Background: an optimization exercise with open tools, aiming at small area. Do not read the settings as production practice.
In this exercise RTL edits were held to simulation tests only and were not proved equivalent to the original.
No driver is modelled on the clock port, so clocking that relies on it looks cheaper here than on a real chip.

==> 11-13 <==
==> flow/design.v <==
module smoothing (clk, reset, data, smooth);
	input logic clk, reset;
	input logic [11:0] data;
	output logic [11:0] smooth;
	logic [1535:0] hist;
	logic [6:0] count;
	logic full;
	logic [18:0] sum;
	logic [11:0] oldest;
	assign oldest = full ? hist[1535:1524] : 12'd0;
	assign smooth = sum[18:7];
	always_ff @(posedge clk) begin
		hist <= {hist[1523:0], data};
	end
	always_ff @(posedge clk) begin
		if (reset) begin
			count <= 0;
			full <= 0;
			sum <= 0;
		end
		else begin
			count <= count + 1'b1;
			if (&count) full <= 1'b1;
			sum <= sum + {7'd0, data} - {7'd0, oldest};
		end
	end
endmodule
==> flow/run.sh <==
#!/bin/bash
# synth_recipe.tcl (not shown) runs the flow's synth.tcl, then flattens the netlist and writes it again
# the make line also repeats each setting of config.mk as NAME=value (left out here)
make -C /OpenROAD-flow-scripts/flow DESIGN_CONFIG=/design/flow/config.mk WORK_HOME=/design/flow/orfs CLKGATE_MAP_FILE= SYNTH_SCRIPT=/design/flow/synth_recipe.tcl finish
==> flow/config.mk <==
export PLATFORM = sky130hd
export DESIGN_NAME = smoothing
export DESIGN_NICKNAME = smoothing
export VERILOG_FILES = /design/flow/design.v
export SDC_FILE = /design/flow/constraint.sdc
export NUM_CORES = 4
export LEC_CHECK = 0
export ABC_AREA = 1
export CAP_MARGIN = 20
export CORE_MARGIN = 2
export CORE_UTILIZATION = 25
export SLEW_MARGIN = 20
==> flow/constraint.sdc <==
create_clock -name core_clock -period 20.0 [get_ports {clk}]
set_input_delay 4.0000 -clock core_clock [delete_from_list [all_inputs] [get_ports {clk}]]
set_output_delay 4.0000 -clock core_clock [all_outputs]
set_load 0.01 [all_outputs]
==> 11-22: changes against 11-13 <==
==> flow/design.v (replaced) <==
module smoothing (clk, reset, data, smooth);
	input logic clk, reset;
	input logic [11:0] data;
	output logic [11:0] smooth;
	logic [1523:0] hist;
	logic [11:0] nold;
	logic [6:0] count;
	logic full;
	logic full_next;
	logic [18:0] sum;
	assign smooth = sum[18:7];
	logic [7:0] cc;
	logic [6:0] count_inc;
	assign cc[0] = 1'b1;
	genvar g;
	generate
		for (g = 0; g < 7; g++) begin : inc
			assign count_inc[g] = count[g] ^ cc[g];
			assign cc[g+1] = count[g] & cc[g];
		end
	endgenerate
	assign full_next = ~reset & (full | cc[7]);
	logic [12:0] tc;
	logic [11:0] t;
	logic [12:0] rc;
	logic [11:0] lo;
	assign tc[0] = 1'b1;
	assign rc[0] = 1'b0;
	generate
		for (g = 0; g < 12; g++) begin : sub
			assign t[g] = data[g] ^ nold[g] ^ tc[g];
			assign tc[g+1] = (data[g] & nold[g]) | (data[g] & tc[g]) | (nold[g] & tc[g]);
			assign lo[g] = sum[g] ^ t[g] ^ rc[g];
			assign rc[g+1] = (sum[g] & t[g]) | (sum[g] & rc[g]) | (t[g] & rc[g]);
		end
	endgenerate
	logic down;
	logic [7:0] uc;
	logic [6:0] hi;
	assign down = ~tc[12];
	assign uc[0] = rc[12];
	generate
		for (g = 0; g < 7; g++) begin : upd
			assign hi[g] = sum[12+g] ^ down ^ uc[g];
			assign uc[g+1] = (sum[12+g] & down) | (sum[12+g] & uc[g]) | (down & uc[g]);
		end
	endgenerate
	always_ff @(posedge clk) begin
		hist <= {hist[1511:0], data};
		nold <= ~(hist[1523:1512] & {12{full_next}});
		full <= full_next;
		if (reset) begin
			count <= 0;
			sum <= 0;
		end
		else begin
			count <= count_inc;
			sum <= {hi, lo};
		end
	end
endmodule
==> flow/flow/run.sh (new file) <==
#!/bin/bash
# Standard layout, with the clock tree built without dummy loads, leaf clock
# buffers downsized where slew allows (post_cts.tcl), power recovery sizing
# down non-critical gates, and smaller port buffers. Each make step's log is
# under orfs/logs; make's own output goes to make.log here.
set -euo pipefail
here=$(cd "$(dirname "$0")" && pwd)
export CTS_ARGS="-sink_clustering_enable -repair_clock_nets -dont_use_dummy_load -buf_list {sky130_fd_sc_hd__clkbuf_16} -sink_clustering_size 36 -sink_clustering_max_diameter 60"
export POST_CTS_TCL="$here/post_cts.tcl"
export BUFFER_PORTS_ARGS="-buffer_cell sky130_fd_sc_hd__buf_1"
export RECOVER_POWER=100
bash standard.sh > make.log 2>&1
==> flow/flow/post_cts.tcl (new file) <==
set limit 0.114
set max_sinks 44
set sizes {sky130_fd_sc_hd__clkbuf_2 sky130_fd_sc_hd__clkbuf_4 sky130_fd_sc_hd__clkbuf_8}
set block [ord::get_db_block]

proc net_sink_slew {net} {
  set worst 0
  foreach p [get_pins -of_objects $net -filter "direction==input"] {
    set s [get_property $p slew_max]
    if {$s > $worst} { set worst $s }
  }
  return $worst
}
proc leaf_nets {} {
  set r {}
  foreach n [[ord::get_db_block] getNets] {
    if {[string match "clknet_leaf*" [$n getName]]} { lappend r $n }
  }
  return $r
}
proc sinks_of {dbnet} {
  set r {}
  foreach it [$dbnet getITerms] { if {[$it isInputSignal]} { lappend r $it } }
  return $r
}
proc driver_inst {dbnet} {
  foreach it [$dbnet getITerms] { if {[$it isOutputSignal]} { return [$it getInst] } }
  return ""
}
proc inst_xy {inst} {
  set b [$inst getBBox]
  return [list [expr {([$b xMin] + [$b xMax]) / 2}] [expr {([$b yMin] + [$b yMax]) / 2}]]
}

estimate_parasitics -placement
set merged 0
set changed 1
while {$changed} {
  set changed 0
  # smallest leaf first
  set leaves {}
  foreach n [leaf_nets] { lappend leaves [list [llength [sinks_of $n]] [$n getName]] }
  set leaves [lsort -integer -index 0 $leaves]
  foreach entry $leaves {
    lassign $entry cnt name
    set net [$block findNet $name]
    if {$net eq "NULL" || $net eq ""} continue
    set drv [driver_inst $net]
    lassign [inst_xy $drv] x y
    # candidate targets by distance
    set cands {}
    foreach n2 [leaf_nets] {
      if {[$n2 getName] eq $name} continue
      set c2 [llength [sinks_of $n2]]
      if {$c2 + $cnt > $::max_sinks} continue
      lassign [inst_xy [driver_inst $n2]] x2 y2
      lappend cands [list [expr {abs($x2 - $x) + abs($y2 - $y)}] [$n2 getName]]
    }
    set cands [lsort -integer -index 0 $cands]
    foreach c [lrange $cands 0 2] {
      set target [$block findNet [lindex $c 1]]
      set moved [sinks_of $net]
      foreach it $moved { $it disconnect; $it connect $target }
      estimate_parasitics -placement
      set s [net_sink_slew [get_nets [$target getName]]]
      if {$s <= $limit} {
        puts "post_cts: merged $name ($cnt sinks) into [$target getName], slew [format %.3f $s]"
        set inpin [$drv findITerm A]
        $inpin disconnect
        odb::dbInst_destroy $drv
        odb::dbNet_destroy $net
        incr merged
        set changed 1
        break
      }
      foreach it $moved { $it disconnect; $it connect $net }
    }
    if {$changed} break
  }
}
estimate_parasitics -placement
puts "post_cts: merged $merged leaf clusters"

set saved 0
foreach net [leaf_nets] {
  set inst [driver_inst $net]
  set master [[$inst getMaster] getName]
  set sinst [get_cells [$inst getName]]
  foreach cand $sizes {
    replace_cell $sinst $cand
    if {[net_sink_slew [get_nets [$net getName]]] <= $limit} {
      puts "post_cts: [$inst getName] $master -> $cand ([llength [sinks_of $net]] sinks)"
      incr saved
      break
    }
    replace_cell $sinst $master
  }
}
puts "post_cts: downsized $saved leaf clock buffers"
detailed_placement
check_placement -verbose
estimate_parasitics -placement
report_clock_skew
==> flow/standard.sh (new file) <==
#!/bin/bash
# synth_recipe.tcl (not shown) runs the flow's synth.tcl, then flattens the netlist and writes it again
# the make line also repeats each setting of config.mk as NAME=value (left out here)
make -C /OpenROAD-flow-scripts/flow DESIGN_CONFIG=/design/flow/config.mk WORK_HOME=/design/flow/orfs CLKGATE_MAP_FILE= SYNTH_SCRIPT=/design/flow/synth_recipe.tcl "${@:-finish}"
--- a/flow/config.mk
+++ b/flow/config.mk
@@ -10,3 +10,3 @@
 export CORE_MARGIN = 2
-export CORE_UTILIZATION = 25
+export CORE_UTILIZATION = 50
 export SLEW_MARGIN = 20
removed: flow/run.sh
==> qor summary <==
Run status: 11-13 finished clean; 11-22 aborted with a tool error
Failing step: 11-13 -; 11-22 clock tree synthesis
Placed instance area: 11-13 35560 um^2; 11-22 33420 um^2
Post-Syn Area per Cell: 11-13 17.35 um^2; 11-22 19.14 um^2
Number of rows created at floorplan: 11-13 133; 11-22 93
Cell with the most instances after synthesis: 11-13 dfxtp_1; 11-22 dfxtp_1
Post-synth top area share: 11-13 94.19%; 11-22 96.67%
Sequential fraction of the synthesis area: 11-13 94.19%; 11-22 96.67%
X dimension of the die: 11-13 368.5 um; 11-22 258.4 um
Number of placed cells counting well taps: 11-13 3680; 11-22 2556
Synth Area in Compound Gates: 11-13 0.7495%; 11-22 0.01546%
Synthesized instance count: 11-13 1915; 11-22 1691
Number of synthesized register bits: 11-13 1563; 11-22 1563
Initial core utilization: 11-13 25.24%; 11-22 50.39%
Share of flip-flops with an asynchronous set or reset: 11-13 0%; 11-22 0%
Net Count, Synth: 11-13 1961; 11-22 1741
Unique masters post-synth: 11-13 24; 11-22 12
Number of buffer cells added on primary ports: 11-13 25; 11-22 25
Arithmetic-cell share of the synthesized area counting full adders, half adders and majority gates: 11-13 1.476%; 11-22 2.041%
Worst slack at placement: 11-13 13550 ps; 11-22 7805 ps
XOR/XNOR Fraction of Synth Area: 11-13 0.02637%; 11-22 0%
Simple-gate area share of the yosys netlist: 11-13 2.038%; 11-22 0.5373%
Y dimension of the die: 11-13 368.5 um; 11-22 258.4 um
Sum of net half-perimeters after detailed placement: 11-13 17.29 mm; 11-22 14.43 mm
Clk sinks: 11-13 1563; 11-22 1563
Routability Congestion: 11-13 0.6943; 11-22 0.6865
Synthesized cell area: 11-13 33220 um^2; 11-22 32370 um^2

port drivers added, routing unchanged:
The flow's constraints put no driver on any port. The routed layout listed below was extracted and timed again, unchanged, in two steps. Step 1, drivers: a clkbuf_16 drives clk and a buf_2 each remaining input, both assumed. Step 2 moves the port delays by t, midway between the first and last clock arrival at a register: inputs arrive t later, outputs are due t later. That takes back most of the time a late clock gives input paths. Slacks: ideal / step 1 / step 2; pairs: ideal / step 1.
run: 11-13
t, ns: 0.746
setup WS [ns]: 14.150 / 14.094 / 13.566
clock arrival spread, ns: 0.021 / 0.021
worst register clock-pin slew, ns: 0.07 / 0.07
After both steps 11-13 still meets setup and hold. The setup slack of 11-13 moves by -0.056 ns with the drivers and by -0.584 ns with both steps.
